Background: an optimization exercise with open tools, aiming at a short achievable clock period and few clock cycles. Do not read the settings as production practice.
Function was not checked in any run shown here: the RTL went through the layout flow alone.
Power and IR drop assume default switching activity.

`config.mk`:
```
export PLATFORM = sky130hd
export DESIGN_NAME = Mips
export DESIGN_NICKNAME = Mips
export VERILOG_FILES = /design/flow/design.v
export SDC_FILE = /design/flow/constraint.sdc
export NUM_CORES = 8
export LEC_CHECK = 0
export CAP_MARGIN = 20
export CORE_MARGIN = 2
export CORE_UTILIZATION = 40
export SLEW_MARGIN = 40
```
`constraint.sdc`:
```
create_clock -name core_clock -period 15.0 [get_ports {clk}]
set_input_delay 3.0000 -clock core_clock [delete_from_list [all_inputs] [get_ports {clk}]]
set_output_delay 3.0000 -clock core_clock [all_outputs]
set_load 0.01 [all_outputs]
```
`design.v`:
```
module Mips(
	input clk,
	input rst,
	output[31:0] imem_addr,
	input[31:0] imem_data,
	output[17:0] SRAM_ADDR,
	output[15:0] SRAM_WDATA,
	input[15:0] SRAM_RDATA,
	output SRAM_WE_N
);
localparam CIB = 4;               
localparam NCS = 1 << CIB;        
localparam CTB = 16 - CIB;        
localparam SBB = 2;               
localparam SBD = 1 << SBB;        
localparam [1:0] S_IDLE = 2'd0, S_ISSHI = 2'd1, S_CAPLO = 2'd2, S_CAPHI = 2'd3;
reg [31:0] pcf;
reg [31:0] ia_q;          
reg [15:0] btb_v;
reg [25:0] btb_tag [0:15];
reg [29:0] btb_tgt [0:15];
reg [2:0]  btb_ctr [0:15];
reg [7:0]  btb_dif [0:15];
reg [15:0] btb_xn;
reg        v2;
reg [31:0] pc2, seq2;
reg        bh2, pt2;
reg [2:0]  bc2;
reg        vS;
reg [31:0] irS, pcS, seqS;
reg [9:0]  pdS;
reg [31:0] opA_S, opB_S;
reg        srcF_S;         
reg        bWA_S, bWB_S, bW2A_S, bW2B_S;
reg        bhS, ptS;
reg [2:0]  bcS;
reg        vD;
reg [31:0] irD, pcD, seqD;
reg [9:0]  pdD;
reg        bhD, ptD;
reg [2:0]  bcD;
reg [31:0] opA_D, opB_D;
reg        srcF_D;         
reg [31:0] opA_F, opB_F;   
reg        bWA_D, bWB_D;   
reg        bW2A_D, bW2B_D;  
reg        eA_r, eB_r;     
reg [31:0] rf [1:31];
reg [31:1] rfv;           
reg        vE;
reg [31:0] A_E, B_E, T_E;
reg        aW_E, bW_E, tW_E;
reg [4:0]  rsE, rtE;
reg        uA_E, uB_E, uT_E;
reg [15:0] wE;
reg        cvE, heldMiss, specE;
reg [CTB-1:0] ctgE;
reg [31:0] cdE;
reg [4:0]  destE;
reg        weE, ldE, stE, bezE, bneE, jmpE, subE;
reg        cAdd_E, cAnd_E, cOr_E, cNor_E, cXor_E, cSll_E, cSra_E, cSrl_E;
reg        guessE, nzE;
reg [31:0] tgtE, seqE, pcE;
reg        bhE;
reg [2:0]  bcE;
reg [1:0]  mst;
reg        lbV, lbWe, lbFill, lbRdy;
reg [4:0]  lbDest;
reg [15:0] lbW;
reg [15:0] lo_cap;
reg [31:0] dataL;
localparam PFK = 15;
reg        pfV;
reg [3:0]  pfCnt;
reg [15:0] pfW, pfFA;
reg        pf_s1, pf_s2, pf_s3, pfDataV, pfCancel;
reg [15:0] pf_lo;
reg [31:0] pfData;
reg        bu_v, bu_w;
reg [3:0]  bu_i;
reg [25:0] bu_tag;
reg [29:0] bu_tgt;
reg [2:0]  bu_ctr;
reg [7:0]  bu_dif;
reg        bu_tk, bu_hit, bu_bne;
reg        weW, fillW;
reg [31:0] dataW, dataW2;
reg [4:0]  destW;
reg [15:0] waW;
reg [NCS-1:0]     cval;
reg [NCS*CTB-1:0] ctagF;
reg [NCS*32-1:0]  cdatF;
reg [15:0] sb_a [0:SBD-1];
reg [31:0] sb_d [0:SBD-1];
reg [SBB-1:0] sb_h, sb_t;
reg [SBB:0]   sb_n;
reg        sb_ph;
reg [17:0] sa;
reg [15:0] sw;
reg        swe_n;
assign imem_addr = ia_q;
assign SRAM_ADDR = sa;
assign SRAM_WDATA = sw;
assign SRAM_WE_N = swe_n;
wire [3:0]  fi = pcf[5:2];
wire        bhit = btb_v[fi] && (btb_tag[fi] == pcf[31:6]);
wire [2:0]  bctr = btb_ctr[fi];
wire        bpt = bhit && bctr[2] && !btb_xn[fi];
wire [31:0] pcf4 = pcf + 32'd4;
wire [31:0] npc = bpt ? {btb_tgt[fi], 2'b00} : pcf4;
function [9:0] predec(input [31:0] w);
	reg [5:0] op;
	begin
		op = w[31:26];
		predec[0] = (op == 6'd1) || (op == 6'd3) || (op == 6'd5) || (op == 6'd6) || (op == 6'd7) ||
		            (op == 6'd8) || (op == 6'd9) || (op == 6'd10) || (op == 6'd11) || (op == 6'd12);
		predec[1] = (op == 6'd32);
		predec[2] = (op == 6'd33);
		predec[3] = (op == 6'd36);
		predec[4] = (op == 6'd37);
		predec[5] = (op == 6'd40);
		predec[6] = (op == 6'd41);
		predec[7] = (op == 6'd42);
		predec[8] = (w[15:0] != 16'd0);
		predec[9] = (w[25:21] == w[20:16]);
	end
endfunction
wire [9:0] pdN = predec(imem_data);
wire [4:0] rsN = imem_data[25:21];
wire [4:0] rtN = imem_data[20:16];
wire [4:0] rsS = irS[25:21];
wire [4:0] rtS = irS[20:16];
wire [31:0] rfA_S = bWA_S ? dataW : bW2A_S ? dataW2 : srcF_S ? opA_F : opA_S;
wire [31:0] rfB_S = bWB_S ? dataW : bW2B_S ? dataW2 : srcF_S ? opB_F : opB_S;
wire [31:0] rdA_N = (rsN != 5'd0 && rfv[rsN]) ? rf[rsN] : 32'd0;
wire [31:0] rdB_N = (rtN != 5'd0 && rfv[rtN]) ? rf[rtN] : 32'd0;
wire bW2A_N = weW && destW == rsN && rsN != 5'd0;
wire bW2B_N = weW && destW == rtN && rtN != 5'd0;
wire [5:0] opF = imem_data[31:26];
wire isBezF = (opF == 6'd40);
wire isBneF = (opF == 6'd41);
wire stTakenF = imem_data[15] || (isBezF && rsN == 5'd0) || (isBneF && rsN != rtN);
wire rdF_fire = v2 && !pt2 && ((opF == 6'd42) ||
                ((isBezF || isBneF) && stTakenF && !bh2 && imem_data[15:0] != 16'd0));
wire [16:0] tgtF_lo = {1'b0, seq2[17:2]} + {1'b0, imem_data[15:0]};
wire [13:0] upF = seq2[31:18];
wire [13:0] upF_p1 = upF + 14'd1;
wire [13:0] upF_m1 = upF - 14'd1;
wire [13:0] tgtF_hi = (tgtF_lo[16] && !imem_data[15]) ? upF_p1 :
                      (!tgtF_lo[16] && imem_data[15]) ? upF_m1 : upF;
wire [31:0] tgtF = {tgtF_hi, tgtF_lo[15:0], 2'b00};
wire ptF = pt2 || rdF_fire;
wire [5:0] opD = irD[31:26];
wire [4:0] rsD = irD[25:21];
wire [4:0] rtD = irD[20:16];
wire [4:0] rdD = irD[15:11];
wire [31:0] sxD = {{16{irD[15]}}, irD[15:0]};
wire isRD    = pdD[0];
wire isAddiD = pdD[1];
wire isSubiD = pdD[2];
wire isLdD   = pdD[3];
wire isStD   = pdD[4];
wire isBezD  = pdD[5];
wire isBneD  = pdD[6];
wire isJmpD  = pdD[7];
wire nzD     = pdD[8];      
wire sameD   = pdD[9];      
wire useA_D = isRD | isAddiD | isSubiD | isBezD | isBneD;    
wire useB_D = isRD | isBneD;                                 
wire [4:0] destD = isRD ? rdD : rtD;
wire weD = (isRD | isAddiD | isSubiD | isLdD) && (destD != 5'd0);
wire [31:0] tgtD = seqD + {sxD[29:0], 2'b00};
wire [31:0] rfA = bWA_D ? dataW : bW2A_D ? dataW2 : srcF_D ? opA_F : opA_D;
wire [31:0] rfB = bWB_D ? dataW : bW2B_D ? dataW2 : srcF_D ? opB_F : opB_D;
wire [17:0] ofsD = sxD[17:0] - 18'd1024;
wire [17:0] eaD = rfA[17:0] + ofsD;
wire [15:0] wD = eaD[17:2];
wire [CIB-1:0] ciD = wD[CIB-1:0];
wire hazD = (isLdD || isStD) &&
            ((vE && weE && rsD == destE) || (lbV && lbWe && rsD == lbDest));
wire [31:0] Af = aW_E ? dataW : A_E;
wire [31:0] Bf = bW_E ? dataW : B_E;
wire [31:0] Tf = tW_E ? dataW : T_E;
wire [31:0] sumE = Af + (subE ? ~Bf : Bf) + {31'd0, subE};
wire big = |Bf[31:5];
wire [4:0] sh = Bf[4:0];
wire [31:0] sllE = big ? 32'd0 : (Af << sh);
wire [31:0] srE = $signed({cSra_E & Af[31], Af}) >>> (big ? 6'd32 : {1'b0, sh});
wire [31:0] aluE = ({32{cAdd_E}} & sumE) |
                   ({32{cAnd_E}} & (Af & Bf)) |
                   ({32{cOr_E}}  & (Af | Bf)) |
                   ({32{cNor_E}} & ~(Af | Bf)) |
                   ({32{cXor_E}} & (Af ^ Bf)) |
                   ({32{cSll_E}} & sllE) |
                   ({32{cSra_E | cSrl_E}} & srE);
wire sboard = vE && lbV && lbWe &&
              ((uA_E && rsE == lbDest) || ((uB_E || uT_E) && rtE == lbDest));
wire takenE = jmpE | (bezE & (Af == 32'd0)) | (bneE & (Af != Bf));
wire mispE = vE && (bezE || bneE) && nzE && !sboard && (takenE != guessE);
wire [31:0] redirE = takenE ? tgtE : seqE;
wire ldEv = vE && ldE;
wire stEv = vE && stE;
wire [CIB-1:0] ciE = wE[CIB-1:0];
wire [CTB-1:0] ctE = wE[15:CIB];
wire chit = cvE && !heldMiss && (ctgE == ctE);
wire sb_full = (sb_n == SBD);
wire sb_empty = (sb_n == 0);
reg sbmatch;
integer k;
always @(*) begin
	sbmatch = 1'b0;
	for (k = 0; k < SBD; k = k + 1)
		if (((k - sb_h) & (SBD - 1)) < sb_n && sb_a[k] == wE) sbmatch = 1'b1;
end
wire ldMiss = ldEv && !chit;
wire ldAlloc = ldMiss && !sbmatch && (!lbV || lbRdy || mst == S_CAPHI);
wire st_wr = stEv && !sb_full && !sboard;
wire stallE = (ldMiss && !ldAlloc) || (stEv && sb_full) || sboard;
wire advE = !stallE;
wire e2w = vE && advE && weE && !ldMiss;
wire capNow = (mst == S_CAPHI);
wire lbToW = lbV && (lbRdy || capNow) && !e2w;
wire wn_we = e2w || (lbToW && lbWe);
wire [4:0] wn_dest = e2w ? destE : lbDest;
wire cbyS = st_wr && ciE == ciD;
wire fill_we = fillW || pfDataV;
wire [15:0] fill_a = fillW ? waW : pfFA;
wire [31:0] fill_d = fillW ? dataW : pfData;
wire cbyF = fill_we && fill_a[CIB-1:0] == ciD;
wire [CIB-1:0] pI = rfA[CIB+1:2] ^ sxD[CIB+1:2];
wire [CIB-1:0] gI = rfA[CIB+1:2] & sxD[CIB+1:2];
wire c2I = (rfA[1] & sxD[1]) | ((rfA[1] ^ sxD[1]) & rfA[0] & sxD[0]);
reg [NCS-1:0] selD;
reg [CIB-1:0] jv, cyI;
reg           crvR;
reg [CTB-1:0] crtR;
reg [31:0]    crdR;
integer j;
always @(*) begin
	crvR = 1'b0;
	crtR = {CTB{1'b0}};
	crdR = 32'd0;
	for (j = 0; j < NCS; j = j + 1) begin
		jv = j;
		cyI = gI | (pI & ~jv);
		selD[j] = ((pI ^ jv) == {cyI[CIB-2:0], c2I});
		crvR = crvR | (selD[j] & cval[j]);
		crtR = crtR | ({CTB{selD[j]}} & ctagF[j*CTB +: CTB]);
		crdR = crdR | ({32{selD[j]}} & cdatF[j*32 +: 32]);
	end
end
wire          crvD = cbyS | cbyF | crvR;
wire [CTB-1:0] crtD = cbyS ? ctE : cbyF ? fill_a[15:CIB] : crtR;
wire [31:0]   crdD = cbyS ? Tf : cbyF ? fill_d : crdR;
wire p_hi = (mst == S_ISSHI);
wire p_new = ldAlloc;
wire spec_go;
wire sb_go = !(p_hi || p_new || spec_go) && !sb_empty;
wire sb_deq = sb_go && sb_ph;
wire pf_free = !(p_hi || p_new || spec_go || sb_go);
reg pfSbMatch;
always @(*) begin
	pfSbMatch = 1'b0;
	for (k = 0; k < SBD; k = k + 1)
		if (((k - sb_h) & (SBD - 1)) < sb_n && sb_a[k] == pfW) pfSbMatch = 1'b1;
end
wire pf_idle = !pf_s1 && !pf_s2 && !pf_s3 && !pfDataV;
wire pf_try = pfV && pfCnt != 4'd0 && pf_idle;
wire pf_lo_go = pf_try && !pfSbMatch && pf_free;
wire pf_skip = pf_try && pfSbMatch;
wire pf_hi_go = pf_s1 && pf_free;
wire pf_kill = st_wr && wE == pfFA;      
wire sb_enq = st_wr;
reg [1:0] mst_n;
always @(*) begin
	mst_n = mst;
	case (mst)
		S_ISSHI: mst_n = S_CAPLO;
		S_CAPLO: mst_n = S_CAPHI;
		default: mst_n = S_IDLE;
	endcase
	if (ldAlloc) mst_n = specE ? S_CAPLO : S_ISSHI;
end
wire accD = !vD || (advE && !hazD);
wire fetch_ok = !rst && (accD || (!vS && !v2));
wire goD = vD && advE && !hazD && !mispE;    
wire brD = (isBezD || isBneD) && nzD;
wire bneSame = isBneD && sameD;                       
wire eA = eA_r;                  
wire eB = eB_r && isBneD;        
wire useE = (eA || eB) && !bneSame;
wire lbHazB = lbV && lbWe && (rsD == lbDest || (isBneD && rtD == lbDest));
wire eAdd = cAdd_E;
wire eLog = cAnd_E | cOr_E | cNor_E | cXor_E;
wire eLd = ldE && chit;
wire [31:0] xD = isBezD ? 32'd0 : (eA ? rfB : rfA);   
wire [31:0] bxE = subE ? ~Bf : Bf;
wire [31:0] ppE = Af ^ bxE;
wire [31:0] ggE = Af & bxE;
wire [31:0] cyE = ggE | (ppE & ~xD);
wire eqAdd = ((ppE ^ xD) == {cyE[30:0], subE});
wire [31:0] logE = ({32{cAnd_E}} & (Af & Bf)) | ({32{cOr_E}} & (Af | Bf)) |
                   ({32{cNor_E}} & ~(Af | Bf)) | ({32{cXor_E}} & (Af ^ Bf));
wire eqLog = (logE == xD);
wire eqLd = (cdE == xD);
wire eqE = eAdd ? eqAdd : eLog ? eqLog : eqLd;
wire eqR = isBezD ? (rfA == 32'd0) : (rfA == rfB);
wire eqD = bneSame | (useE ? eqE : eqR);
wire takenD = isBezD ? eqD : !eqD;
wire resD = brD && goD && !lbHazB && (!useE || eAdd || eLog || eLd);
wire mispD = resD && (takenD != ptD);
assign spec_go = vD && isLdD && !hazD && advE && !p_hi && !p_new;
wire [31:0] pcf_n = mispD ? (ptD ? seqD : tgtD) :
                    mispE ? redirE : rdF_fire ? tgtF : fetch_ok ? npc : pcf;
integer i;
always @(posedge clk)
	ia_q <= pcf_n;
wire [4:0] rsNew = vS ? rsS : rsN;
wire [4:0] rtNew = vS ? rtS : rtN;
always @(posedge clk) begin
	if (advE) begin
		eA_r <= goD && weD && destD == rsNew;
		eB_r <= goD && weD && destD == rtNew;
	end else if (accD) begin
		eA_r <= vE && weE && destE == rsNew;
		eB_r <= vE && weE && destE == rtNew;
	end
end
always @(posedge clk or posedge rst) begin
	if (rst) begin
		pcf <= 32'd0;
		v2 <= 1'b0;
		vS <= 1'b0;
		vD <= 1'b0;
		ptD <= 1'b0;
	end else begin
		pcf <= pcf_n;
		v2 <= !mispE && !mispD && !rdF_fire && fetch_ok;
		if (mispE || mispD)
			vS <= 1'b0;
		else if (accD)
			vS <= vS & v2;
		else if (v2)
			vS <= 1'b1;
		if (mispE)
			vD <= 1'b0;
		else if (accD) begin
			if (mispD)
				vD <= 1'b0;
			else if (vS) begin
				vD <= 1'b1;
				ptD <= ptS;
			end else begin
				vD <= v2;
				ptD <= ptF;
			end
		end
	end
end
always @(posedge clk) begin
	if (fetch_ok) begin
		pc2 <= pcf;
		seq2 <= pcf4;
		bh2 <= bhit;
		bc2 <= bctr;
		pt2 <= bpt;
	end
	opA_F <= rdA_N;
	opB_F <= rdB_N;
	opA_S <= rfA_S;
	opB_S <= rfB_S;
	if ((accD && vS) || (!accD && v2)) begin
		irS <= imem_data; pdS <= pdN; pcS <= pc2; seqS <= seq2; bhS <= bh2; bcS <= bc2; ptS <= ptF;
		srcF_S <= 1'b1;
		bWA_S <= wn_we && wn_dest == rsN;
		bWB_S <= wn_we && wn_dest == rtN;
		bW2A_S <= bW2A_N;
		bW2B_S <= bW2B_N;
	end else begin
		srcF_S <= 1'b0;
		bWA_S <= wn_we && wn_dest == rsS;
		bWB_S <= wn_we && wn_dest == rtS;
		bW2A_S <= 1'b0;
		bW2B_S <= 1'b0;
	end
	if (accD && vS) begin
		opA_D <= rfA_S;
		opB_D <= rfB_S;
		srcF_D <= 1'b0;
		bWA_D <= wn_we && wn_dest == rsS;
		bWB_D <= wn_we && wn_dest == rtS;
		bW2A_D <= 1'b0;
		bW2B_D <= 1'b0;
	end else if (accD) begin
		srcF_D <= 1'b1;
		bWA_D <= wn_we && wn_dest == rsN;
		bWB_D <= wn_we && wn_dest == rtN;
		bW2A_D <= bW2A_N;
		bW2B_D <= bW2B_N;
	end else begin
		opA_D <= rfA;
		opB_D <= rfB;
		srcF_D <= 1'b0;
		bWA_D <= wn_we && wn_dest == rsD;
		bWB_D <= wn_we && wn_dest == rtD;
		bW2A_D <= 1'b0;
		bW2B_D <= 1'b0;
	end
	if (accD) begin
		if (vS) begin
			irD <= irS; pdD <= pdS; pcD <= pcS; seqD <= seqS; bhD <= bhS; bcD <= bcS;
		end else begin
			irD <= imem_data; pdD <= pdN; pcD <= pc2; seqD <= seq2; bhD <= bh2; bcD <= bc2;
		end
	end
end
always @(posedge clk or posedge rst) begin
	if (rst)
		btb_v <= 16'd0;
	else if (bu_v && bu_w)
		btb_v[bu_i] <= 1'b1;
end
wire [7:0] bu_dif0 = btb_dif[bu_i];
wire [7:0] bu_next = {bu_dif[6:0], 1'b0} - bu_dif0;    
always @(posedge clk or posedge rst) begin
	if (rst)
		btb_xn <= 16'd0;
	else if (bu_v && bu_w)
		btb_xn[bu_i] <= bu_tk && bu_hit && bu_bne && bu_next == 8'd0 && bu_dif != bu_dif0;
end
always @(posedge clk) begin
	if (bu_v && bu_w) begin
		btb_tag[bu_i] <= bu_tag;
		btb_tgt[bu_i] <= bu_tgt;
		btb_ctr[bu_i] <= bu_ctr;
		btb_dif[bu_i] <= bu_dif;
	end
end
always @(posedge clk or posedge rst) begin
	if (rst)
		bu_v <= 1'b0;
	else
		bu_v <= vE && (bezE || bneE || jmpE) && advE;
end
always @(posedge clk) begin
	bu_i <= pcE[5:2];
	bu_tag <= pcE[31:6];
	bu_tgt <= tgtE[31:2];
	bu_w <= bhE || takenE;
	bu_dif <= Af[7:0] - Bf[7:0];
	bu_tk <= takenE;
	bu_hit <= bhE;
	bu_bne <= bneE;
	bu_ctr <= !bhE ? 3'd6 :
	          takenE ? ((bcE == 3'd7) ? 3'd7 : bcE + 3'd1) :
	                   ((bcE == 3'd0) ? 3'd0 : bcE - 3'd1);
end
always @(posedge clk or posedge rst) begin
	if (rst)
		rfv <= 31'd0;
	else if (weW)
		rfv[destW] <= 1'b1;
end
always @(posedge clk) begin
	if (weW)
		rf[destW] <= dataW;
end
always @(posedge clk or posedge rst) begin
	if (rst)
		vE <= 1'b0;
	else if (advE)
		vE <= goD;
end
always @(posedge clk) begin
	if (advE) begin
		A_E <= rfA;
		B_E <= useB_D ? rfB : sxD;
		T_E <= rfB;
		aW_E <= wn_we && wn_dest == rsD;
		bW_E <= useB_D && wn_we && wn_dest == rtD;
		tW_E <= wn_we && wn_dest == rtD;
		rsE <= rsD;
		rtE <= rtD;
		uA_E <= useA_D;
		uB_E <= useB_D;
		uT_E <= isStD;
		wE <= wD;
		specE <= spec_go;
		heldMiss <= 1'b0;
		destE <= destD;
		weE <= weD;
		ldE <= isLdD;
		stE <= isStD;
		bezE <= isBezD;
		bneE <= isBneD;
		jmpE <= isJmpD;
		subE <= (opD == 6'd3) || isSubiD;
		cAdd_E <= (opD == 6'd1) || (opD == 6'd3) || isAddiD || isSubiD;
		cAnd_E <= (opD == 6'd5);
		cOr_E <= (opD == 6'd6);
		cNor_E <= (opD == 6'd7);
		cXor_E <= (opD == 6'd8);
		cSll_E <= (opD == 6'd9) || (opD == 6'd10);
		cSra_E <= (opD == 6'd11);
		cSrl_E <= (opD == 6'd12);
		guessE <= resD ? takenD : ptD;
		nzE <= nzD;
		tgtE <= tgtD;
		seqE <= seqD;
		pcE <= pcD;
		bhE <= bhD;
		bcE <= bcD;
	end else begin
		A_E <= Af;
		B_E <= Bf;
		T_E <= Tf;
		aW_E <= wn_we && wn_dest == rsE;
		bW_E <= uB_E && wn_we && wn_dest == rtE;
		tW_E <= wn_we && wn_dest == rtE;
		specE <= 1'b0;
		heldMiss <= ldMiss;
		if (mispE) guessE <= takenE;
	end
	cvE <= crvD;
	ctgE <= crtD;
	cdE <= crdD;
end
always @(posedge clk or posedge rst) begin
	if (rst) begin
		mst <= S_IDLE;
		lbV <= 1'b0;
		lbRdy <= 1'b0;
	end else begin
		mst <= mst_n;
		if (ldAlloc) begin
			lbV <= 1'b1;
			lbRdy <= 1'b0;
		end else if (lbToW) begin
			lbV <= 1'b0;
			lbRdy <= 1'b0;
		end else if (capNow)
			lbRdy <= 1'b1;
	end
end
always @(posedge clk) begin
	if (mst == S_CAPLO) lo_cap <= SRAM_RDATA;
	if (capNow) dataL <= {SRAM_RDATA, lo_cap};
	if (ldAlloc) begin
		lbDest <= destE;
		lbWe <= weE;
		lbW <= wE;
		lbFill <= 1'b1;
	end else begin
		if (e2w && destE == lbDest) lbWe <= 1'b0;
		if (st_wr && ciE == lbW[CIB-1:0]) lbFill <= 1'b0;
	end
end
always @(posedge clk or posedge rst) begin
	if (rst) begin
		weW <= 1'b0;
		fillW <= 1'b0;
	end else begin
		weW <= wn_we;
		fillW <= lbToW && lbFill && !(st_wr && ciE == lbW[CIB-1:0]);
	end
end
always @(posedge clk) begin
	dataW <= e2w ? (ldE ? cdE : aluE) : lbRdy ? dataL : {SRAM_RDATA, lo_cap};
	destW <= wn_dest;
	dataW2 <= dataW;
	waW <= lbW;
end
always @(posedge clk or posedge rst) begin
	if (rst) begin
		pfV <= 1'b0;
		pf_s1 <= 1'b0;
		pf_s2 <= 1'b0;
		pf_s3 <= 1'b0;
		pfDataV <= 1'b0;
	end else begin
		if (ldAlloc) pfV <= 1'b1;
		pf_s1 <= pf_lo_go;
		pf_s2 <= pf_hi_go;
		pf_s3 <= pf_s2;
		if (pf_s3)
			pfDataV <= !pfCancel && !pf_kill;
		else if (!fillW || pf_kill)
			pfDataV <= 1'b0;
	end
end
always @(posedge clk) begin
	if (ldAlloc) begin
		pfW <= wE + 16'd1;
		pfCnt <= PFK;
	end else if (pf_hi_go || pf_skip) begin
		pfW <= pfW + 16'd1;
		pfCnt <= pfCnt - 4'd1;
	end
	if (pf_lo_go) begin
		pfFA <= pfW;
		pfCancel <= st_wr && wE == pfW;
	end else if (pf_kill)
		pfCancel <= 1'b1;
	if (pf_s2) pf_lo <= SRAM_RDATA;
	if (pf_s3) pfData <= {SRAM_RDATA, pf_lo};
end
always @(posedge clk or posedge rst) begin
	if (rst)
		cval <= {NCS{1'b0}};
	else begin
		if (fill_we) cval[fill_a[CIB-1:0]] <= 1'b1;
		if (sb_enq) cval[ciE] <= 1'b1;
	end
end
always @(posedge clk) begin
	for (j = 0; j < NCS; j = j + 1) begin
		if (sb_enq && ciE == j) begin
			ctagF[j*CTB +: CTB] <= ctE;
			cdatF[j*32 +: 32] <= Tf;
		end else if (fill_we && fill_a[CIB-1:0] == j) begin
			ctagF[j*CTB +: CTB] <= fill_a[15:CIB];
			cdatF[j*32 +: 32] <= fill_d;
		end
	end
end
always @(posedge clk or posedge rst) begin
	if (rst) begin
		sb_h <= {SBB{1'b0}};
		sb_t <= {SBB{1'b0}};
		sb_n <= {(SBB+1){1'b0}};
		sb_ph <= 1'b0;
		swe_n <= 1'b1;
		sa <= 18'd0;
	end else begin
		if (sb_enq) sb_t <= sb_t + 1'b1;
		if (sb_deq) sb_h <= sb_h + 1'b1;
		sb_n <= sb_n + {{SBB{1'b0}}, sb_enq} - {{SBB{1'b0}}, sb_deq};
		if (sb_go) sb_ph <= ~sb_ph;
		swe_n <= !sb_go;
		if (p_hi) sa <= {1'b0, lbW, 1'b1};
		else if (p_new) sa <= {1'b0, wE, specE};
		else if (spec_go) sa <= {1'b0, wD, 1'b0};
		else if (sb_go) sa <= {1'b0, sb_a[sb_h], sb_ph};
		else if (pf_lo_go) sa <= {1'b0, pfW, 1'b0};
		else if (pf_hi_go) sa <= {1'b0, pfFA, 1'b1};
	end
end
always @(posedge clk) begin
	if (sb_enq) begin
		sb_a[sb_t] <= wE;
		sb_d[sb_t] <= Tf;
	end
	sw <= sb_ph ? sb_d[sb_h][31:16] : sb_d[sb_h][15:0];    
end
endmodule
```
`flow/run.sh`:
```
#!/bin/bash
# Standard ORFS layout (the standard.sh), with timing repair aimed well
# below the 15 ns clock: repair_timing keeps working until the setup slack
# reaches SETUP_SLACK_MARGIN (10.8 ns below the 15 ns clock).
export SETUP_SLACK_MARGIN=10.8
bash standard.sh > standard.log 2>&1
```
`standard.sh`:
```
#!/bin/bash
# synth_recipe.tcl (not shown) runs the flow's synth.tcl, then flattens the netlist and writes it again
# the make line also repeats each setting of config.mk as NAME=value (left out here)
make -C /OpenROAD-flow-scripts/flow DESIGN_CONFIG=/design/flow/config.mk WORK_HOME=/design/flow/orfs CLKGATE_MAP_FILE= SYNTH_SCRIPT=/design/flow/synth_recipe.tcl "${@:-finish}"
```
==> results.tsv, run 1 <==
metric	value	unit
status	finished clean	
synth-edff-count	3607	
async_reset_ff_frac	0.0362	
drive_gt1_frac	0.251	
p_per_area	146	nW/um2
fmax	199	MHz
synthSimpleGateAreaFrac	0.0661	
grt_pass1_vias	130535	
drt_pre_antenna_iters	7	
worst_slew_pin_slew	976	ps
period_share	0.335	
antenna_found_initial	40	
vias_per_cell	6.29	
rsz0062_at_grt	yes	
synth_compound_area_frac	0.0934	
fp.dieW	709	um
cts_max_level	5	
vias	138800	
avgSynthCellArea	13.8	um2
finalNonFillerCells	22065	
cts_buffer_depth	4	
worst_slack	9970	ps
min_from	pcE[20]$_DFFE_PP_	
grt_usage	0.284	
dp.cells	20631	
drtIter0Drc	20632	
hold_viol_final	0	
fin_total_pwr	34.8	mW
yosysWarningCount	1	
ios	117	
ys_seq_area_frac	0.615	
crit_path_start	aW_E$_DFF_P_	
route.final.wire_length	751000	um
clk_latency	1150	ps
fin_nets	15330	
numPortBuffers	115	
core-area	494000	um2
skew	163	ps
cts_tree	yes	
cp_max_fo	8	
synth_top_area_share	0.545	
dieArea	502000	um2
final_cell_area	239000	um2
power.leakage	83.9	nW
gp_congestion	1.00	
layout_commonest_cell	edfxtp_1	
drv_cap	0	
synth-main-ff-cell	edfxtp_1	
timing.rr.start	aW_E$_DFF_P_	
grt_pass1_wl	1020000	um
setup_violations	0	
worstPathRequired	15890	ps
drtAntennaViolNets	0	
synthesis.nets	14756	
multi_input_area	77400	um2
final-seq-area	122000	um2
areaGrowthSynthToFinish	20.2	%
dp_slack	7590	ps
cts-root-buf	clkbuf_16	
wl_per_cell	34.0	um
grt-ovfl-total	0	
clk_pin_slew	70	ps
ys_types	98	
critPathCaptureType	flop	
startpoint_type	flop	
finalMaxSlewViolations	0	
slew_headroom	0.336	
peakVddDrop	0.129	mV
fillCellCount	42112	
yosysTopAreaCell	edfxtp_1	
syn_area	199000	um2
post-dp-hpwl	440000	um
worstSetupPathType	reg -> reg	
start_util	0.402	
final_cell_mix	edfxtp_1, nor2_1, a21oi_1, mux4_2, mux2i_1	
synth_area_leaders	edfxtp_1, mux4_2, dfxtp_1, mux2i_1, a21oi_1	
drc	0	
setup_tns	0	ps
worstPathArrival	5920	ps
finalCriticalPeriod	5030	ps
place_area	210000	um2
synth-adder-area-share	0.0181	
hold_buffers	0	
worst_hold_path_type	reg -> reg	
grt_max_degree	92	
cts_made_buffers	445	
chipHeight	709	um
synth_top_family_by_area	multiplexers	
ys_seq_elements	4258	
clock-sinks	4258	
fp-row-count	258	
syn_inst	14442	
synth_xor_area_frac	0.0275	
synthMuxAreaShare	0.154	
worst paths after layout:
check / endpoint / slack [ps] / cells after the start
max: pcf[13]$_DFF_PP0_ / 9970 / 19
min: bu_tag[14]$_DFF_P_ / 330 / 0
max reg2reg: pcf[13]$_DFF_PP0_ / 9970 / 19
min reg2reg: bu_tag[14]$_DFF_P_ / 330 / 0
max in group asynchronous: swe_n$_DFF_PP1_ / 11030 / 5
min in group asynchronous: pcf[10]$_DFF_PP0_ / 2530 / 2
power breakdown:
part	switching, mW	leakage [nW]	internal (mW)
registers	1.11	39.1	14.3
clock network	4.92	7.29	6.46
logic	5.02	37.6	3.02
total	11.0	83.9	23.8
through the flow:
stage                     utilization  hold WS (ps)
after floorplan                     -           323
after global placement          0.423           325
after detailed placement        0.425           327
after CTS                       0.473           327
after global routing            0.483           341
final                           0.483           334
state kept, by name, summed over array words and instances, names as in the netlist, 48 cells and up:
register,flops
rf,992
cdatF,512
btb_tgt,480
btb_tag,416
ctagF,192
btb_dif,128
sb_d,128
sb_a,64
btb_ctr,48
cells by family (layout without fill, tap and decap cells):
logic type,after synthesis,after routing
other cells,1,20
fa+ha+maj,264,264
xor+xnor,623,623
mux,2012,2012
buf+inv,1361,2325
flops,4258,4258
compound gates,2978,2979
simple gates,2945,2954
cell usage after synthesis, types with 147 or more instances:
library cell and instances:
clkbuf_1 838, o21ai_0 338, a22oi_1 278, mux2_2 275
xnor2_1 287, mux4_2 795, xor2_1 335, nor2_1 1548
a21oi_1 1362, inv_1 297, nand3_1 153, ha_1 225
dfrtp_1 153, mux2i_1 892, dfxtp_1 497, a221oi_1 181
nor3_1 147, nand2_1 501, edfxtp_1 3607
worst max-delay path, stage by stage (launching register included):
cell	delay [ps]
dfxtp_4	370
buf_12	120
buf_4	140
mux2i_1	180
buf_4	260
inv_1	290
ha_1	280
a22oi_1	140
nand2_1	210
a21oi_2	360
xor2_1	310
nand4_1	190
nor4_4	410
a31oi_4	240
or3_4	400
a21oi_4	180
buf_12	140
buf_12	100
buf_16	160
mux2_4	320
repair_timing:
action,CTS,global route
endpoints found under the hold margin,0,0
gates cloned,79,49
buffers inserted,256,177
endpoints found under the setup margin,1080,819
pin swaps,139,147
gates resized for setup,1320,482
final cells by class:
type | instances | area share
Sequential cell | 4258 | 0.512
Multi-Input combinational cell | 8833 | 0.324
Timing Repair Buffer | 1170 | 0.0608
Clock buffer | 603 | 0.0517
Tap cell | 6630 | 0.0347
Clock inverter | 244 | 0.0110
Inverter | 307 | 0.00533
Antenna cell | 19 | 0.000199
Timing Repair inverter | 1 | 0.0000681
metal layers:
metal	part of all wire	track usage	vias up
li1	-	-	57014
met1	0.38	0.380	70667
met2	0.45	0.441	9092
met3	0.11	0.0605	2017
met4	0.061	0.136	10
met5	0.000081	0	-
==> run 2: changes to the inputs <==
--- a/design.v
+++ b/design.v
@@ -141,13 +141,14 @@
 wire isBneF = (opF == 6'd41);
 wire stTakenF = imem_data[15] || (isBezF && rsN == 5'd0) || (isBneF && rsN != rtN);
-wire rdF_fire = v2 && !pt2 && ((opF == 6'd42) ||
+wire shortF = (imem_data[15:7] == 9'h000) || (imem_data[15:7] == 9'h1FF);
+wire rdF_fire = v2 && !pt2 && shortF && ((opF == 6'd42) ||
                 ((isBezF || isBneF) && stTakenF && !bh2 && imem_data[15:0] != 16'd0));
-wire [16:0] tgtF_lo = {1'b0, seq2[17:2]} + {1'b0, imem_data[15:0]};
-wire [13:0] upF = seq2[31:18];
-wire [13:0] upF_p1 = upF + 14'd1;
-wire [13:0] upF_m1 = upF - 14'd1;
-wire [13:0] tgtF_hi = (tgtF_lo[16] && !imem_data[15]) ? upF_p1 :
-                      (!tgtF_lo[16] && imem_data[15]) ? upF_m1 : upF;
-wire [31:0] tgtF = {tgtF_hi, tgtF_lo[15:0], 2'b00};
+wire [8:0]  tgtF_lo = {1'b0, seq2[9:2]} + {1'b0, imem_data[7:0]};
+wire [21:0] upF = seq2[31:10];
+wire [21:0] upF_p1 = upF + 22'd1;
+wire [21:0] upF_m1 = upF - 22'd1;
+wire [21:0] tgtF_hi = (tgtF_lo[8] && !imem_data[15]) ? upF_p1 :
+                      (!tgtF_lo[8] && imem_data[15]) ? upF_m1 : upF;
+wire [31:0] tgtF = {tgtF_hi, tgtF_lo[7:0], 2'b00};
 wire ptF = pt2 || rdF_fire;
 wire [5:0] opD = irD[31:26];
@@ -307,6 +308,7 @@
 wire eqR = isBezD ? (rfA == 32'd0) : (rfA == rfB);
 wire eqD = bneSame | (useE ? eqE : eqR);
-wire takenD = isBezD ? eqD : !eqD;
-wire resD = brD && goD && !lbHazB && (!useE || eAdd || eLog || eLd);
+wire takenD = isJmpD | (isBezD ? eqD : !eqD);
+wire resD = goD && ((brD && !lbHazB && (!useE || eAdd || eLog || eLd)) ||
+                    isJmpD);    
 wire mispD = resD && (takenD != ptD);
 assign spec_go = vD && isLdD && !hazD && advE && !p_hi && !p_new;
==> flow/run.sh (replaced) <==
#!/bin/bash
# Standard ORFS layout (the standard.sh), with timing repair aimed well
# below the 15 ns clock: repair_timing keeps working until the setup slack
# reaches SETUP_SLACK_MARGIN (10.6 ns below the 15 ns clock).
export SETUP_SLACK_MARGIN=10.6
bash standard.sh > standard.log 2>&1
==> run 2 against run 1 <==
Compared with the run above: still clean; die area down 0.42%; total power up 38%; hold slack better by 1.9 ps; design area down 0.59%; global-route usage up 0.56 points; register-to-register slack worse by 270 ps; clock power about the same; sequential cell count unchanged; critical path depth up 1; critical endpoint is now ia_q[17]$_DFF_P_.
==> results.tsv, run 2 <==
metric	value	unit
synthSimpleGateAreaFrac	0.0693	
crit_chain	buf_12, buf_4, mux2i_4, inv_1, ha_1, a22oi_1, nand2_1, a21o_1, xnor2_1, or4_1, o211ai_1, o2111a_1, a31oi_4, or4_4, a21oi_2, nand3b_1, buf_12, buf_16, buf_12, mux2i_4	
synth_area_leaders	edfxtp_1, mux4_2, dfxtp_1, mux2i_1, a21oi_1	
skew	136	ps
syn_area	198000	um2
drt_pre_antenna_iters	6	
grt_usage	0.290	
synthMuxAreaShare	0.150	
cts_made_buffers	449	
grt_util_met3	0.0619	
cts_max_level	5	
slew_headroom	0.337	
fp-row-count	258	
largest_reg_flops	992	
avgSynthCellArea	13.8	um2
cp_max_fo	8	
vias	137929	
vias_per_cell	6.32	
synth_compound_area_frac	0.0915	
worst_hold_path_type	reg -> reg	
synth-adder-area-share	0.0177	
switchingPower	18.8	mW
ios	117	
drtAntennaViolNets	0	
met1_usage	0.390	
grt_pass1_vias	130416	
whs	336	ps
fin_nets	15200	
clock-sinks	4258	
core-area	493000	um2
gp_congestion	1.01	
ys_seq_area_frac	0.617	
grt_pass1_wl	1030000	um
fp.dieW	707	um
crit_path_frequent_cell	buf_12	
synth-edff-count	3607	
fillCellCount	42049	
finalCriticalPeriod	5300	ps
chipHeight	707	um
p_comb_frac	0.409	
grt-busiest-layer	met2	
syn_inst	14345	
yosysMostFrequentCell	edfxtp_1	
p_int	29.3	mW
cts-root-buf	clkbuf_16	
synth_top_area_share	0.547	
wl_per_cell	34.5	um
dieArea	500000	um2
antenna_found_initial	49	
hold_viol_final	0	
slowest_delay	460	ps
worstPathArrival	6300	ps
drc	0	
drive_gt1_frac	0.250	
final_cell_mix	edfxtp_1, nor2_1, a21oi_1, mux4_2, mux2i_1	
setup_violations	0	
worstSetupPathType	reg -> reg	
grt_max_degree	110	
synth_top_family_by_area	multiplexers	
met2_usage	0.446	
ys_types	90	
clockPowerShare	0.234	
synthesis.nets	14651	
grt-ovfl-total	0	
start_util	0.401	
ys_seq_elements	4258	
power.leakage	83.8	nW
ys_top_cells_by_count	edfxtp_1, nor2_1, a21oi_1	
yosysWarningCount	1	
async_reset_ff_frac	0.0362	
numPortBuffers	115	
rsz0062_at_grt	yes	
p_sw_frac	0.391	
drtIter0Drc	20142	
clk_pin_slew	60	ps
critPathCaptureType	flop	
fmax	189	MHz
route.final.wire_length	753000	um
period_share	0.353	
layout_commonest_cell	edfxtp_1	
synth_xor_area_frac	0.0279	
cts_buffer_depth	4	
post-dp-hpwl	439000	um
status	finished clean	
largest-register	rf	
cts_tree	yes	
setup_tns	0	ps
top_regs	rf: 992 flops, cdatF: 512 flops, btb_tgt: 480 flops	
finalMaxSlewViolations	0	
cpMaxStageDelayCell	or4_4	
p_per_area	202	nW/um2
drv_cap	0	
peakVddDrop	0.161	mV
synth-main-ff-cell	edfxtp_1	
startpoint_type	flop	
pwr-share-seq	0.357	
yosysTopAreaCell	edfxtp_1	
clk_latency	1100	ps
worst_slew_pin_slew	994	ps
areaGrowthSynthToFinish	20.0	%
worstPathRequired	16000	ps
-- run 2: changes by cell type after synthesis, sizes merged, moves of 39 or more --
cell and delta:
clkbuf -74, o21ai +60, o22ai -62, a211oi +39, buf +79, nand2 +133
mux4 +54, mux2 -60, a22oi -104, mux2i -144
-- run 2: worst paths after layout --
path	endpoint	cells past startpoint	from	slack [ps]
worst max-delay path	ia_q[17]$_DFF_P_	20	aW_E$_DFF_P_	9700
worst min-delay path	bu_tag[24]$_DFF_P_	0	pcE[30]$_DFFE_PP_	340
worst max register to register	ia_q[17]$_DFF_P_	20	aW_E$_DFF_P_	9700
worst min register to register	bu_tag[24]$_DFF_P_	0	pcE[30]$_DFFE_PP_	340
max in group asynchronous	sb_h[0]$_DFFE_PP0P_	4	rst	10940
min in group asynchronous	pcf[1]$_DFF_PP0_	3	rst	2660
-- run 2: stage by stage --
stage | cell area, um2 | total power [mW] | cells | utilization | worst slack [ps]
after floorplan | 199000 | 26.1 | 14345 | - | 8580
after global placement | 208000 | 32.9 | 20351 | 0.422 | 7740
after detailed placement | 209000 | 33.0 | 20376 | 0.423 | 7720
after CTS | 234000 | 46.7 | 21619 | 0.473 | 9840
after global routing | 237000 | 49.3 | 21814 | 0.481 | 9730
final | 237000 | 48.1 | 21834 | 0.481 | 9700
-- run 2: power by group through the flow --
stage	Clock (mW)	Sequential (mW)	Combinational, mW
after floorplan	0	16.6	9.49
after global placement	0	17.3	15.6
after global routing	11.8	17.3	20.3
after CTS	11.3	17.1	18.3
after detailed placement	0	17.3	15.7
final	11.2	17.2	19.7
-- run 2: layout make-up --
| cell class | count | area, um2 | area share |
|---|---|---|---|
| repair inverters | 1 | 5.00 | 0.0000211 |
| repair buffers | 1151 | 14800 | 0.0624 |
| diodes | 42 | 105 | 0.000443 |
| inverters | 278 | 1130 | 0.00477 |
| multi-input cells | 8755 | 76200 | 0.321 |
| clock buffers | 656 | 12600 | 0.0530 |
| flip-flops and latches | 4258 | 122000 | 0.515 |
| clock inverters | 193 | 2080 | 0.00877 |
| well taps | 6500 | 8130 | 0.0343 |
-- run 2: cells by family (layout without fill, tap and decap cells) --
| group | count (synthesis) | count (layout) |
|---|---|---|
| compound gates | 2911 | 2911 |
| xor+xnor | 631 | 631 |
| fa+ha+maj | 257 | 257 |
| buf+inv | 1337 | 2279 |
| flops | 4258 | 4258 |
| mux | 1862 | 1862 |
| other cells | 1 | 43 |
| simple gates | 3088 | 3093 |
-- run 2: layer usage --
| layer | share of wire | wire (um) | vias to the layer above |
|---|---|---|---|
| li1 | - | - | 56484 |
| met1 | 0.38 | 288000 | 70572 |
| met2 | 0.45 | 339000 | 8883 |
| met3 | 0.11 | 82000 | 1970 |
| met4 | 0.059 | 44500 | 20 |
| met5 | 0.00019 | 144 | - |
-- run 2: timing repair --
action / 4_1_cts / 5_1_grt
gates cloned: 97 / 22
resized for setup: 1362 / 431
endpoints found under the setup margin: 1006 / 695
hold buffers: 0 / 0
setup buffers: 297 / 147
pin swaps: 224 / 250
-- run 2: critical path: cells and delay by family, from the launching register on --
kind                     cells  cell delay, ps
AO/OA/AOI/OAI                6            1300
adder cells (fa/ha/maj)      1             300
AND/OR/NAND/NOR              4            1190
flip-flops                   1             420
XOR/XNOR                     1             160
multiplexers                 2             620
buffers and inverters        6            1160
==> run 3: changes to the inputs <==
==> flow/run.sh (replaced) <==
#!/bin/bash
# Standard ORFS layout (the standard.sh), with timing repair aimed well
# below the 15 ns clock: repair_timing keeps working until the setup slack
# reaches SETUP_SLACK_MARGIN (10.8 ns below the 15 ns clock).
export SETUP_SLACK_MARGIN=10.8
bash standard.sh > standard.log 2>&1
==> run 3 against run 2 <==
Compared with the run above: still clean on timing, DRC and antenna; clock skew is 20 ps higher; design area up 1.1%; hold slack got worse by 48 ps; first-iteration DRC count increased by 6.3%; sequential cell count did not move; die area unchanged; cell count increased by 0.46%; area after synthesis is the same; critical path depth up 1; non-clock buffer count rose by 104; sequential power is essentially flat; via count is 0.80% higher; critical endpoint is now ia_q[10]$_DFF_P_.
==> results.tsv, run 3 <==
metric	value	unit
status	finished clean	
ys_seq_elements	4258	
ios	117	
peakVddDrop	0.128	mV
chipHeight	707	um
crit_chain	buf_6, buf_16, mux2i_1, nor2_1, a21oi_2, a211oi_2, buf_4, fa_1, xor2_1, nand4_1, nor4_2, nand2_1, o21ai_2, a31oi_4, or4_4, a21oi_2, nand3b_1, buf_12, buf_12, buf_16, mux2i_4	
reg2reg_to	ia_q[10]$_DFF_P_	
async_reset_ff_frac	0.0362	
grt-ovfl-total	0	
place_area	209000	um2
min_from	bcD[2]$_DFFE_PP_	
fmax	190	MHz
fp-row-count	258	
clock-sinks	4258	
top_regs	rf: 992 flops, cdatF: 512 flops, btb_tgt: 480 flops	
drc	0	
largest-register	rf	
dieArea	500000	um2
syn_area	198000	um2
drive_gt1_frac	0.263	
synth_top_area_share	0.547	
gp_congestion	0.988	
grt_max_degree	94	
final_cell_area	240000	um2
final_cell_mix	edfxtp_1, nor2_1, a21oi_1, mux4_2, mux2i_1	
grt_pass1_wl	1040000	um
ys_types	90	
critPathCaptureType	flop	
layout_commonest_cell	edfxtp_1	
cts_tree	yes	
startpoint_type	flop	
period_share	0.352	
hold_depth	0	
grt_pass1_vias	130962	
synthesis.nets	14651	
slowest_delay	570	ps
ys_top_cells_by_count	edfxtp_1, nor2_1, a21oi_1	
cpMaxStageDelayCell	fa_1	
drt_pre_antenna_iters	7	
cp_max_fo	13	
fp.dieW	707	um
vias	139039	
areaGrowthSynthToFinish	21.3	%
cts_buffer_depth	4	
synth-main-ff-cell	edfxtp_1	
vias_per_cell	6.34	
synth-edff-count	3607	
numPortBuffers	115	
whs_endpoint	bcE[2]$_DFFE_PP_	
finalMaxSlewViolations	0	
clk_latency	1130	ps
ys_seq_area_frac	0.617	
worst_hold_path_type	reg -> reg	
post-dp-hpwl	440000	um
finalCriticalPeriod	5270	ps
drv_cap	0	
clk_pin_slew	60	ps
grt_usage	0.292	
worstSetupPathType	reg -> reg	
cts-root-buf	clkbuf_16	
slew_headroom	0.261	
r2r_cells	21	
skew	156	ps
worstPathArrival	6280	ps
p_per_area	202	nW/um2
yosysMostFrequentCell	edfxtp_1	
fin_nets	15300	
cts_max_level	5	
rsz0062_at_grt	yes	
fillCellCount	41902	
drtAntennaViolNets	0	
cts_made_buffers	443	
route.final.wire_length	761000	um
antenna_found_initial	67	
syn_inst	14345	
hold_viol_final	0	
setup_violations	0	
setup_tns	0	ps
core-area	493000	um2
worstPathRequired	16000	ps
reg2reg_slack	9730	ps
worst_slew_pin_slew	1100	ps
timing.rr.start	srcF_D$_SDFF_PP0_	
largest_reg_flops	992	
yosysWarningCount	1	
wl_per_cell	34.7	um
synth_area_leaders	edfxtp_1, mux4_2, dfxtp_1, mux2i_1, a21oi_1	
avgSynthCellArea	13.8	um2
start_util	0.401	
drtIter0Drc	21421	
yosysTopAreaCell	edfxtp_1	
power.leakage	84.9	nW
final_core_util	0.487	
run 3: cell counts after synthesis:
Identical to the previous run, type by type.
run 3: timing repair:
item	4_1_cts	5_1_grt
pin swaps	205	212
gates cloned	123	30
hold buffers	0	0
gates resized for setup	1566	459
buffers inserted	321	178
endpoints found under the setup margin	1245	759
run 3: report_power, final:
group	total [mW]	switching, mW	internal [mW]	leakage [nW]
Clock	11.3	4.92	6.38	7.25
Sequential	17.2	1.77	15.5	39.1
Combinational	19.9	12.3	7.63	38.6
run 3: area by class of cell:
cell class	instances	area, um2	area share
Multi-Input combinational cell	8754	76600	0.319
Timing Repair inverter	4	32.5	0.000136
Inverter	278	1200	0.00501
Timing Repair Buffer	1255	16600	0.0692
Clock buffer	609	12300	0.0512
Tap cell	6500	8130	0.0339
Sequential cell	4258	122000	0.510
Antenna cell	46	115	0.000480
Clock inverter	231	2590	0.0108
run 3: worst max path at each step:
stage / from / to / slack (ps) / depth (start not counted)
final: srcF_D$_SDFF_PP0_ / ia_q[10]$_DFF_P_ / 9730 / 21
after global routing: bW_E$_DFF_P_ / ia_q[18]$_DFF_P_ / 9770 / 18
after CTS: aW_E$_DFF_P_ / pcf[12]$_DFF_PP0_ / 9960 / 18
after detailed placement: imem_data[21] / opA_F[26]$_SDFF_PN0_ / 7770 / 8
after global placement: imem_data[16] / opB_F[17]$_SDFF_PN0_ / 7430 / 8
after floorplan: sb_h[1]$_DFFE_PP0P_ / bcS[0]$_DFFE_PP_ / 8580 / 16
run 3: routing by layer:
layer,track usage,part of all wire,vias to the layer above
li1,-,-,56691
met1,0.389,0.38,70975
met2,0.449,0.45,9175
met3,0.0667,0.11,2164
met4,0.147,0.061,34
met5,0,0.00029,-
run 3: cells by family (layout without fill, tap and decap cells):
| family | count (synthesis) | count (layout) | synth area share |
|---|---|---|---|
| flip-flops | 4258 | 4258 | 0.617 |
| AND/OR/NAND/NOR | 3088 | 3092 | 0.0693 |
| AO/OA/AOI/OAI | 2911 | 2911 | 0.0915 |
| multiplexers | 1862 | 1862 | 0.150 |
| buffers and inverters | 1337 | 2377 | 0.0268 |
| XOR/XNOR | 631 | 631 | 0.0279 |
| adder cells (fa/ha/maj) | 257 | 257 | 0.0177 |
| other | 1 | 47 | 0.0000190 |
run 3: critical path: cells and delay by family, from the launching register on:
family	cells	cell delay, ps
AOI/OAI and AO/OA	5	790
xor gates and xnor gates	1	190
adders and majority gates	1	570
buffers and inverters	6	1010
DFF	1	450
muxes	2	600
and+or+nand+nor	6	1580
run 3: stage by stage:
stage               hold slack, ps  total power, mW  setup slack, ps  instances
finish                         288             48.5             9730      21935
global route                   308             49.8             9770      21905
CTS                            302             47.0             9960      21675
detailed placement             327             33.0             7770      20391
global placement               325             32.9             7430      20359
floorplan                      323             26.1             8580      14345
==> run 4: changes to the inputs <==
==> flow/run.sh (replaced) <==
#!/bin/bash
# Standard ORFS layout (the standard.sh) with two changes to timing repair:
#  - repair_timing keeps working until the setup slack reaches
#    SETUP_SLACK_MARGIN (10.6 ns below the 15 ns clock);
#  - resizing may pick any drive strength of a cell, not only one of the
#    same width (MATCH_CELL_FOOTPRINT=0; the platform default is 1).
export SETUP_SLACK_MARGIN=10.6
bash standard.sh MATCH_CELL_FOOTPRINT=0 finish > standard.log 2>&1
==> run 4 against run 3 <==
Compared with the run above: total power shrank 2.2%; area after synthesis is the same; critical path depth is the same; sequential cell count is the same; global-route usage shrank 0.58 points; sequential share of layout area grew 0.96 points; clock-buffer cell count shrank 8; setup slack gained 230 ps; still clean on timing, DRC and antenna; highest routed layer unchanged; via count shrank 1.4%; hold slack gained 52 ps; sequential power is essentially flat; die area is the same.
==> results.tsv, run 4 <==
metric	value	unit
grt_pass1_vias	129137	
fp.dieW	707	um
worstSetupPathType	reg -> reg	
start_util	0.401	
cts_max_level	5	
peakVddDrop	0.133	mV
r2r_cells	21	
worstPathRequired	15990	ps
vias	137136	
finalCriticalPeriod	5040	ps
period_share	0.336	
reg2reg_slack	9960	ps
p_comb_frac	0.400	
skew	142	ps
grt_usage	0.286	
setup_violations	0	
avgSynthCellArea	13.8	um2
core-area	493000	um2
switchingPower	18.6	mW
synth-edff-count	3607	
largest-register	rf	
pwr-share-seq	0.362	
met2_usage	0.440	
drtIter0Drc	20690	
cts-root-buf	clkbuf_16	
clockPowerShare	0.239	
syn_inst	14345	
cp_max_fo	35	
yosysWarningCount	1	
final_cell_mix	edfxtp_1, nor2_1, a21oi_1, mux4_2, mux2i_1	
cts_made_buffers	444	
met1_usage	0.392	
drc	0	
areaGrowthSynthToFinish	19.0	%
status	finished clean	
grt_pass1_wl	1020000	um
whs_endpoint	bu_i[1]$_DFF_P_	
cts_tree	yes	
critPathCaptureType	flop	
cts_buffer_depth	4	
hold_viol_final	0	
yosysTopAreaCell	edfxtp_1	
syn_area	198000	um2
fillCellCount	42465	
route.final.wire_length	747000	um
grt_max_degree	149	
dp_slack	7540	ps
drv_cap	0	
ys_top_cells_by_count	edfxtp_1, nor2_1, a21oi_1	
numPortBuffers	115	
fin_nets	15128	
timing.rr.start	bWA_D$_DFF_P_	
fmax	198	MHz
ys_seq_area_frac	0.617	
finalMaxSlewViolations	0	
post-dp-hpwl	431000	um
reg2reg_to	ia_q[24]$_DFF_P_	
synth-main-ff-cell	edfxtp_1	
p_per_area	201	nW/um2
ios	117	
setup_tns	0	ps
layout_commonest_cell	edfxtp_1	
rsz0062_at_grt	yes	
min_from	pcE[3]$_DFFE_PP_	
dieArea	500000	um2
synthesis.nets	14651	
fp-row-count	258	
worstPathArrival	6040	ps
hold_depth	0	
synth_top_area_share	0.547	
startpoint_type	flop	
grt-ovfl-total	0	
vias_per_cell	6.31	
yosysMostFrequentCell	edfxtp_1	
antenna_found_initial	43	
clock-sinks	4258	
async_reset_ff_frac	0.0362	
top_regs	rf: 992 flops, cdatF: 512 flops, btb_tgt: 480 flops	
final_core_util	0.477	
clk_latency	1090	ps
worst_hold_path_type	reg -> reg	
drtAntennaViolNets	0	
chipHeight	707	um
gp_congestion	1.01	
power.leakage	83.0	nW
largest_reg_flops	992	
clk_pin_slew	70	ps
synth_area_leaders	edfxtp_1, mux4_2, dfxtp_1, mux2i_1, a21oi_1	
worst_slew_pin_slew	1030	ps
grt_util_met3	0.0576	
ys_seq_elements	4258	
drt_pre_antenna_iters	9	
p_int	28.8	mW
slew_headroom	0.303	
worst_slack	9960	ps
whs	341	ps
ys_types	90	
p_sw_frac	0.392	
wl_per_cell	34.4	um
drive_gt1_frac	0.242	
grt-busiest-layer	met2	
==> run 4: cell types whose count changed in the layout (fill, tap and decap cells not counted), moves of 50 or more <==
cell and delta:
a221oi_1 +95, a221oi_2 -91, buf_16 -77, buf_4 -64, bufbuf_16 -50, clkbuf_16 +82
==> run 4: kinds of logic after synthesis <==
| kind of cell | share of synthesized area |
|---|---|
| adders and majority gates | 0.0177 |
| buffers and inverters | 0.0268 |
| and+or+nand+nor | 0.0693 |
| muxes | 0.150 |
| DFF | 0.617 |
| AOI/OAI and AO/OA | 0.0915 |
| other | 0.0000190 |
| xor gates and xnor gates | 0.0279 |
==> run 4: cell type report <==
type / instances / area, um2 / area share
multi-input cells: 8758 / 75500 / 0.320
repair buffers: 1079 / 13300 / 0.0566
clock buffers: 601 / 12400 / 0.0525
inverters: 278 / 1190 / 0.00505
flip-flops and latches: 4258 / 122000 / 0.520
diodes: 21 / 52.6 / 0.000223
clock inverters: 236 / 2550 / 0.0108
repair inverters: 3 / 30.0 / 0.000128
well taps: 6500 / 8130 / 0.0345
==> run 4: timing repair <==
item	in CTS	in global routing
setup buffers	253	110
hold buffers	0	0
pin swaps	108	80
setup endpoints to repair	1116	870
hold endpoints to repair	0	0
cloned	91	37
gates resized for setup	1213	388
==> run 4: worst max path at each step <==
stage	startpoint	to	slack, ps
6_report	bWA_D$_DFF_P_	ia_q[24]$_DFF_P_	9960
5_1_grt	srcF_D$_SDFF_PP0_	ia_q[24]$_DFF_P_	9860
4_1_cts	imem_data[0]	pcf[30]$_DFF_PP0_	10110
3_5_place_dp	imem_data[16]	opB_F[16]$_SDFF_PN0_	7540
3_3_place_gp	imem_data[16]	opB_F[16]$_SDFF_PN0_	7270
2_1_floorplan	sb_h[0]$_DFFE_PP0P_	bcS[0]$_DFFE_PP_	8600
==> run 4: critical path, stage by stage (launching register included) <==
cell and delay, ps:
dfxtp_4 450, buf_12 260, or3b_4 210, buf_12 120, buf_4 140, a21oi_1 70, or3_4 460, nor2_2 180
fa_1 510, xor2_4 280, nand4_1 160, nor4_2 280, nand2_1 120, o21ai_2 200, a31oi_4 80, or4_4 470
a21oi_2 120, nand3b_1 180, buf_4 150, buf_12 130, clkbuf_16 210, mux2i_2 260
==> run 4: per-layer routing <==
| metal | routed length (um) | up-vias |
|---|---|---|
| li1 | - | 56287 |
| met1 | 288000 | 70213 |
| met2 | 335000 | 8860 |
| met3 | 82700 | 1754 |
| met4 | 40800 | 22 |
| met5 | 249 | - |
==> run 4: power groups by stage <==
stage | Sequential, mW | Combinational, mW | Clock [mW]
after floorplan | 16.6 | 9.51 | 0
after global placement | 17.3 | 15.6 | 0
after detailed placement | 17.3 | 15.7 | 0
after CTS | 17.1 | 17.6 | 11.4
after global routing | 17.3 | 19.6 | 11.9
final | 17.1 | 18.9 | 11.3
==> run 4: through the flow <==
step	instance area (um2)	std cells	total power, mW
2_1_floorplan	199000	14345	26.1
3_3_place_gp	208000	20368	32.9
3_5_place_dp	209000	20382	33.0
4_1_cts	232000	21563	46.1
5_1_grt	235000	21719	48.7
6_report	235000	21734	47.4
==> run 5: changes to the inputs <==
==> flow/run.sh (replaced) <==
#!/bin/bash
# Standard ORFS layout (the standard.sh) with two changes to timing repair:
#  - repair_timing keeps working until the setup slack reaches
#    SETUP_SLACK_MARGIN (10.8 ns below the 15 ns clock);
#  - resizing may pick any drive strength of a cell, not only one of the
#    same width (MATCH_CELL_FOOTPRINT=0; the platform default is 1).
export SETUP_SLACK_MARGIN=10.8
bash standard.sh MATCH_CELL_FOOTPRINT=0 finish > standard.log 2>&1
==> run 5 against run 4 <==
Compared with the run above: first-iteration DRC count up 1.6%; via count up 1.5%; critical path depth down 4; clock power about the same; combinational power up 7%; sequential cell count unchanged; wire length up 2.3%; area after synthesis unchanged; total power up 3.2%.
==> results.tsv, run 5 <==
metric	value	unit
status	finished clean	
clk_latency	1120	ps
p_sw_frac	0.391	
drv_cap	0	
worstSetupPathType	reg -> reg	
post-dp-hpwl	431000	um
yosysMostFrequentCell	edfxtp_1	
worst_slew_pin_slew	1010	ps
synthMuxAreaShare	0.150	
critPathCaptureType	flop	
ys_seq_area_frac	0.617	
finalCriticalPeriod	5300	ps
fillCellCount	41446	
cts_made_buffers	444	
top_regs	rf: 992 flops, cdatF: 512 flops, btb_tgt: 480 flops	
vias	139227	
rsz0062_at_grt	yes	
finalNonFillerCells	22058	
cp_max_fo	12	
drt_pre_antenna_iters	6	
largest_reg_flops	992	
cts_buffer_depth	4	
crit_path_start	srcF_D$_SDFF_PP0_	
dp.cells	20378	
drtAntennaViolNets	0	
core-area	493000	um2
synth_area_leaders	edfxtp_1, mux4_2, dfxtp_1, mux2i_1, a21oi_1	
clock-sinks	4258	
avgSynthCellArea	13.8	um2
grt_pass1_vias	130607	
grt_usage	0.290	
min_from	pcE[23]$_DFFE_PP_	
drc	0	
route.final.wire_length	764000	um
ios	117	
synth_top_family_by_area	multiplexers	
clk_pin_slew	70	ps
p_per_area	202	nW/um2
multi_input_area	77700	um2
worstPathRequired	16020	ps
cts-root-buf	clkbuf_16	
pwr-share-seq	0.352	
wl_per_cell	34.6	um
fmax	189	MHz
synth_top_area_share	0.547	
ys_seq_elements	4258	
synth-edff-count	3607	
cts_tree	yes	
async_reset_ff_frac	0.0362	
numPortBuffers	115	
start_util	0.401	
synth_compound_area_frac	0.0915	
drtIter0Drc	21028	
clockPowerShare	0.236	
hold_buffers	0	
timing.rr.start	srcF_D$_SDFF_PP0_	
switchingPower	19.1	mW
synth_xor_area_frac	0.0279	
final_cell_mix	edfxtp_1, nor2_1, a21oi_1, mux4_2, mux2i_1	
largest-register	rf	
final-seq-area	122000	um2
layout_commonest_cell	edfxtp_1	
antenna_found_initial	43	
grt-ovfl-total	0	
grt_max_degree	74	
synthesis.nets	14651	
yosysWarningCount	1	
p_int	29.8	mW
synth-main-ff-cell	edfxtp_1	
yosysTopAreaCell	edfxtp_1	
setup_violations	0	
syn_area	198000	um2
fp-row-count	258	
areaGrowthSynthToFinish	22.6	%
p_comb_frac	0.413	
vias_per_cell	6.31	
gp_congestion	0.990	
fin_nets	15443	
peakVddDrop	0.149	mV
period_share	0.354	
chipHeight	707	um
worst_hold_path_type	reg -> reg	
syn_inst	14345	
skew	195	ps
grt_pass1_wl	1030000	um
startpoint_type	flop	
cts_max_level	5	
fp.dieW	707	um
hold_viol_final	0	
dieArea	500000	um2
synthSimpleGateAreaFrac	0.0693	
synth-adder-area-share	0.0177	
drive_gt1_frac	0.280	
ys_types	90	
setup_tns	0	ps
finalMaxSlewViolations	0	
power.leakage	86.0	nW
slew_headroom	0.324	
ys_top_cells_by_count	edfxtp_1, nor2_1, a21oi_1	
worstPathArrival	6320	ps
[run 5: layout make-up]
cell class | count | share of cell area
Antenna cell | 23 | 0.000237
Clock buffer | 615 | 0.0521
Clock inverter | 229 | 0.0110
Sequential cell | 4258 | 0.504
Multi-Input combinational cell | 8760 | 0.320
Inverter | 278 | 0.00492
Timing Repair Buffer | 1389 | 0.0734
Timing Repair inverter | 6 | 0.000284
Tap cell | 6500 | 0.0335
[run 5: cell families after synthesis]
| group | count (synthesis) |
|---|---|
| fa+ha+maj | 257 |
| buf+inv | 1337 |
| simple gates | 3088 |
| compound gates | 2911 |
| mux | 1862 |
| flops | 4258 |
| xor+xnor | 631 |
| other cells | 1 |
[run 5: final timing paths]
path                            cells past startpoint             endpoint  slack (ps)
worst max register to register                     17     pcf[4]$_DFF_PP0_        9700
worst min register to register                      0   bu_tag[17]$_DFF_P_         260
min in group asynchronous                           2     pcf[3]$_DFF_PP0_        2360
max in group asynchronous                           4  sb_h[0]$_DFFE_PP0P_       10930
worst max-delay path                               17     pcf[4]$_DFF_PP0_        9700
worst min-delay path                                0   bu_tag[17]$_DFF_P_         260
[run 5: power groups by stage]
stage                     Sequential, mW  Clock [mW]  Combinational (mW)
final                               17.2        11.5                20.2
after global routing                17.3        12.1                20.8
after CTS                           17.1        11.6                18.2
after detailed placement            17.4           0                15.5
after global placement              17.3           0                15.4
after floorplan                     16.6           0                9.56
[run 5: per-layer routing]
layer  track usage  part of all wire  vias to the layer above  wire length [um]
met1         0.388              0.38                    71067            287000
met4         0.141             0.059                       24             45200
li1              -                 -                    56956                 -
met5             0           0.00020                        -               149
met3        0.0687              0.12                     1977             88800
met2         0.446              0.45                     9203            342000
[run 5: through the flow]
step                total power, mW  area [um2]  hold WS, ps   util  setup WS, ps
finish                         48.9      243000          260  0.492          9700
global route                   50.2      243000          294  0.492          9760
CTS                            46.9      236000          265  0.478          9890
detailed placement             32.9      209000          327  0.423          7480
global placement               32.8      208000          324  0.422          7450
floorplan                      26.2      200000          323      -          8600
[run 5: what timing repair did]
item,in CTS,in global routing
endpoints found under the setup margin,1458,1066
cloned,131,79
buffers inserted,385,213
resized for setup,1501,877
pin swaps,182,332
[run 5: critical path, cell delays in order (launching register included)]
cell and delay (ps):
dfxtp_4 520, buf_6 150, clkbuf_16 180, mux2_2 390
mux2_2 320, mux2i_2 630, o22a_1 200, o21ai_0 100
nor4_1 360, nand4_1 260, o31a_1 530, or4_4 570
a21oi_2 120, nand3b_1 130, buf_6 140, buf_12 150
clkbuf_16 230, mux2i_4 250

-- afterwards: timing with drivers on the ports --
Ports are ideal in the flow. The routed layouts listed here were re-timed in OpenROAD.
Step 1 assumes that a clkbuf_16 drives the clock port and a buf_2 every other input.
Step 2 moves the port delays by t, midway between the first and last clock arrival at a register: inputs arrive t later, outputs are due t later. That takes back most of the time a late clock gives input paths.
Three values: no drivers, after step 1, after step 2; two values: the first two.
run | t, ns | setup slack, ns | latest minus earliest clock arrival (ns) | pins driven straight from the clock port
run 1 | 1.188 | 9.971 / 9.971 / 8.871 | 0.162 / 0.163 | 1
run 2 | 1.171 | 9.699 / 9.699 / 8.574 | 0.138 / 0.139 | 1
run 3 | 1.169 | 9.726 / 9.726 / 8.767 | 0.163 / 0.163 | 1
run 4 | 1.139 | 9.957 / 9.957 / 8.973 | 0.144 / 0.144 | 1
run 5 | 1.155 | 9.696 / 9.696 / 8.828 | 0.197 / 0.197 | 1
After both steps setup and hold are still met in every run listed. The setup slack of run 2, which loses most, moves by 0.000 ns with the drivers and by -1.125 ns with both steps.
